This is an optimization exercise on Yosys and OpenROAD, whose aim is small area, a short achievable clock period and few clock cycles per item, not a production implementation.
In this exercise RTL edits were held to simulation tests only and were not proved equivalent to the original.

`design/flow/config.mk`:
```
export PLATFORM = sky130hd
export DESIGN_NAME = matrix_mul
export DESIGN_NICKNAME = matrix_mul
export VERILOG_FILES = /design/flow/design.v
export SDC_FILE = /design/flow/constraint.sdc
export NUM_CORES = 4
export LEC_CHECK = 0
export CAP_MARGIN = 20
export CORE_MARGIN = 2
export CORE_UTILIZATION = 40
export SLEW_MARGIN = 20
```
`design/flow/constraint.sdc`:
```
create_clock -name core_clock -period 8.0 [get_ports {clk}]
set_input_delay 1.6000 -clock core_clock [delete_from_list [all_inputs] [get_ports {clk}]]
set_output_delay 1.6000 -clock core_clock [all_outputs]
set_load 0.01 [all_outputs]
```
`design/flow/design.v`:
```
`timescale 1ns / 1ps
module mac_core;
endmodule
`timescale 1ns / 1ps
module mac_string #(
    parameter int BITS = 8,
    parameter WIDTH = 4
)(
    input logic [WIDTH*BITS-1:0] element_i,
    input logic [WIDTH*BITS-1:0] element_j,
    output logic [2*BITS-1:0] res
);
logic signed [2*BITS-1:0] prod [WIDTH];
logic signed [BITS-1:0] ei [WIDTH];
logic signed [BITS-1:0] ej [WIDTH];
always_comb begin
    res = '0;
    for (int k = 0; k < WIDTH; k++) begin
        ei[k] = element_i[k*BITS +: BITS];
        ej[k] = element_j[k*BITS +: BITS];
        prod[k] = ei[k] * ej[k];
        res = res + prod[k];
    end
end
endmodule
`timescale 1ns / 1ps
module matrix_mul #(
    parameter BITS = 8,
    parameter WIDTH = 4,
    parameter HEIGHT_A = 4,
    parameter WIDTH_B = 4
)(
    input logic clk,
    input logic reset,
    input logic start,
    input logic [HEIGHT_A*WIDTH*BITS-1:0] i_array_a,
    input logic [WIDTH*WIDTH_B*BITS-1:0] i_array_b,
    output logic [HEIGHT_A*WIDTH_B*2*BITS-1:0] o_array_res,
    output logic done
);
logic [HEIGHT_A*WIDTH_B*2*BITS-1:0] res_d;
genvar i, j;
generate
    for (i = 0; i < HEIGHT_A; i++) begin : row
        for (j = 0; j < WIDTH_B; j++) begin : col
            mac_string #(.BITS(BITS), .WIDTH(WIDTH)) dot (
                .element_i(i_array_a[i*WIDTH*BITS +: WIDTH*BITS]),
                .element_j({i_array_b[(3*WIDTH_B+j)*BITS +: BITS], i_array_b[(2*WIDTH_B+j)*BITS +: BITS],
                            i_array_b[(1*WIDTH_B+j)*BITS +: BITS], i_array_b[(0*WIDTH_B+j)*BITS +: BITS]}),
                .res(res_d[(i*WIDTH_B+j)*2*BITS +: 2*BITS])
            );
        end
    end
endgenerate
always_ff @(posedge clk) begin
    if (start) o_array_res <= res_d;
end
always_ff @(posedge clk or negedge reset) begin
    if (!reset) done <= 1'b0;
    else if (start) done <= 1'b1;
end
endmodule
```
`design/flow/run.sh`:
```
#!/bin/bash
# synth_recipe.tcl (not shown) runs the flow's synth.tcl, then flattens the netlist and writes it again
# the make line also repeats each setting of config.mk as NAME=value (left out here)
make -C /OpenROAD-flow-scripts/flow DESIGN_CONFIG=/design/flow/config.mk WORK_HOME=/design/flow/orfs CLKGATE_MAP_FILE= SYNTH_SCRIPT=/design/flow/synth_recipe.tcl finish
```
==> summary.txt <==
Run status
  – Status: complete, no violations

Critical path
  – Worst reg2reg path depth: 1
  – Crit. Startpoint: i_array_b[15]
  – Worst reg2reg startpoint: done
  – CP arrival: approximately 8.4 ns
  – Critical path peak fanout: 7
  – R2R Path End: done
  – Worst Path Class, Setup: in -> reg
  – CP Launch Type: primary input
  – Worst R2R Setup Slack: around 7.2 ns
  – Crit. End Element: register
  – Worst setup path end: o_array_res[95]
  – Req. time, crit path: between 8 and 9 ns

Clock network
  – Worst skew pair latency: approximately 0.7 ns
  – CTS buffer count: 42
  – Clock-pin slew on the worst setup and hold paths: 0.07 ns
  – # hold bufs at CTS: 0
  – CTS tree: built
  – TritonCTS Sinks: around 260
  – Root Buffer: clkbuf_16
  – Longest Clk Path Bufs: 3
  – Htree depth: 2

Finish
  – Final Instance Count excl. Fillers: ~26k
  – Post-layout util: 0.471
  – Nets: ~26k
  – Post-Layout Inst Area: 205000 um^2
  – Share of post-route cells with drive strength above 1: 0.120
  – Area grow syn2layout: 17.4%
  – Footprint of the multi-input gates: 143000 um^2
  – Commonest non-fill, non-tap cells in the layout: 5463 x inv_1, 4624 x fa_1, 2344 x and2_1, 1777 x buf_4, 1536 x ha_1
  – Commonest non-fill, non-tap cell in the layout: inv_1
  – FF/Latch Area: a little under 8000 um^2
  – Fillers: 41.4k

STA
  – Max-slew violations: 0
  – Final min period: about 7.9 ns
  – Maximum clock rate: 127 MHz
  – Final Setup Violations: 0
  – Final worst-path cycle share: 0.983
  – Hold Violations, Final: 0
  – Worst-Margin Slew: between 0.7 and 0.8 ns
  – Setup TNS: 0 ns
  – Final hold slack: 0.478 ns
  – Slew HR: 0.468
  – Clk_skew: 0 ns
  – RSZ-0062 raised after global routing: true
  – Slack of the critical path: about 0.14 ns

Logic synthesis
  – Synth Flop Type: edfxtp_1
  – Avg Synthesized Cell Area: 9.69 um^2
  – Syn_nets: between 20k and 25k
  – Top-area cell type share of the netlist area: 0.531
  – Leading area contributor after synthesis: fa_1
  – YS warnings: 5
  – Asr flop ratio synth: 0.00389
  – Post-Syn Area: 174000 um^2
  – EDFF count, synth: roughly 260
  – Mapped Cells: between 15k and 20k
  – Synth unique cells: 54
  – Yosys reg bits: 257
  – Post-synthesis sequential area ratio: 0.0442
  – Synth top area cells: fa_1 53%, inv_1 12%, ha_1 11%

Global route
  – Overflow after GRT: 0
  – First-pass GRT wire length: approximately 840000 um
  – Global Route Usage Sum: 0.254
  – Initial antenna violation count: between 70 and 80
  – Vias in the first global route: approximately 140k
  – Largest net degree at the start of global routing: 90

Floorplan
  – Chip width: about 660 um
  – # rows: 242
  – Die area: approximately 440000 um^2
  – Starting Density: 0.401
  – I/O pin count: slightly above 500
  – Core area: around 430000 um^2
  – Chip height: about 660 um

Place
  – Post-DP HPWL: slightly below 500000 um
  – Placed Cells: 25.6k
  – Post-DP Area: 203000 um^2
  – Port Buffers: just over 500
  – GP Congestion: between 0.9 and 1
  – Pre-CTS setup slack: -0.796 ns

Drt
  – DRC violations left: 0
  – Vias: about 120k
  – Vias per cell: approximately 4.7
  – Starting DRT DRC Count: between 6k and 7k
  – First-pass detailed-route iteration total: 6
  – Routed wire length: approximately 540000 um
  – Avg WL per Cell: ~21 um
  – Routed Antenna Nets: 0

Min path
  – Worst Hold Depth: 1
  – Hold Path Class: reg -> reg

Job
  – Max_cap viols: 0
[kinds of logic after synthesis]
family	count (synthesis)	share of synthesized area
muxes	2	0.000115
xor gates and xnor gates	667	0.0335
and+or+nand+nor	4302	0.133
AOI/OAI and AO/OA	358	0.0136
buffers and inverters	6234	0.134
DFF	257	0.0442
adders and majority gates	6164	0.642
[cell type report]
| cell class | count | share of cell area |
|---|---|---|
| well taps | 5734 | 0.0350 |
| multi-input cells | 11493 | 0.700 |
| repair buffers | 2630 | 0.119 |
| flip-flops and latches | 257 | 0.0377 |
| clock inverters | 25 | 0.00127 |
| inverters | 5468 | 0.100 |
| diodes | 66 | 0.000807 |
| clock buffers | 49 | 0.00537 |
[worst min path at each step]
| stage | slack (ns) | startpoint | to |
|---|---|---|---|
| 6_report | 0.48 | done | done |
| 5_1_grt | 0.53 | done | done |
| 4_1_cts | 0.48 | done | done |
| 3_5_place_dp | 0.46 | done | done |
| 3_3_place_gp | 0.45 | done | done |
| 2_1_floorplan | 0.51 | done | done |
[worst max-delay path, cell delays in order]
cell             delay [ns]
clkdlybuf4s50_1        0.51
buf_12                 0.16
clkinvlp_4             0.20
buf_4                  0.19
nor2_1                 0.12
fa_1                   0.45
fa_2                   0.47
fa_1                   0.51
inv_1                  0.05
fa_1                   0.46
fa_1                   0.51
inv_1                  0.05
fa_1                   0.50
fa_1                   0.49
inv_1                  0.05
fa_1                   0.48
inv_1                  0.04
ha_1                   0.31
and3_1                 0.18
a221o_1                0.36
a21bo_2                0.22
a21o_1                 0.17
a21oi_1                0.16
xnor2_1                0.08
[sequential cells by signal, summed over array words and instances (netlist names)]
name / cells
done: 1
o_array_res: 256
[repair_timing]
| item | 4_1_cts | 5_1_grt |
|---|---|---|
| endpoints found under the hold margin | 0 | 0 |
| pin swaps | 0 | 6 |
| endpoints found under the setup margin | 1 | 22 |
| buffers inserted | 0 | 3 |
| gates resized for setup | 1 | 35 |
[cell usage after synthesis (3+ instances only)]
cell / instances
a21oi_1: 98
xnor2_1: 569
or2_2: 3
a41oi_1: 8
a31o_2: 7
a2111oi_0: 4
nor2_1: 186
nand2b_1: 235
o41ai_2: 3
a31oi_1: 8
a311oi_1: 5
and2_1: 2345
nor3_1: 50
inv_1: 5467
and3_1: 10
or4_1: 8
o21ai_0: 74
a21boi_0: 5
o21bai_1: 27
clkbuf_1: 764
nor2b_1: 134
edfxtp_1: 256
a21o_1: 47
fa_1: 4628
o21a_1: 37
xor2_1: 98
nand3_1: 21
ha_1: 1536
o211ai_1: 14
nand2_1: 1304
[layer usage]
metal	routed length [um]	up-vias	GRT usage
li1	-	54168	-
met1	217000	63258	0.325
met2	263000	2744	0.433
met3	28000	657	0.0328
met4	29800	28	0.114
met5	174	-	0
Testbench counts, summed over its fixed seeds: cycles 2,000, items 2,000.

-- re-timing with driven ports --
No port has a modelled driver above. Below, the same layout with a new extraction and two added sets of constraints.
Step 1 (the two cells are an assumption about what drives the block):
set clk [get_ports {clk}]
set_driving_cell -lib_cell sky130_fd_sc_hd__clkbuf_16 $clk
set_driving_cell -lib_cell sky130_fd_sc_hd__buf_2 [delete_from_list [all_inputs] $clk]
Step 2 also shifts input and output timing later by t, the mid clock arrival at the registers, as if the neighbouring blocks saw the same clock.
Three values: ideal ports, drivers, drivers and shift; two values: the first two.
t (ns): 0.838
setup slack, ns: 0.138 / 0.169 / -0.669
worst setup path after step 2: input to register
clock arrival spread, ns: 0.050 / 0.050
worst register clock-pin slew, ns: 0.07 / 0.07
With both steps, setup timing fails in this run, where it was met with ideal ports. The setup slack of this run moves by +0.031 ns with the drivers and by -0.807 ns with both steps.
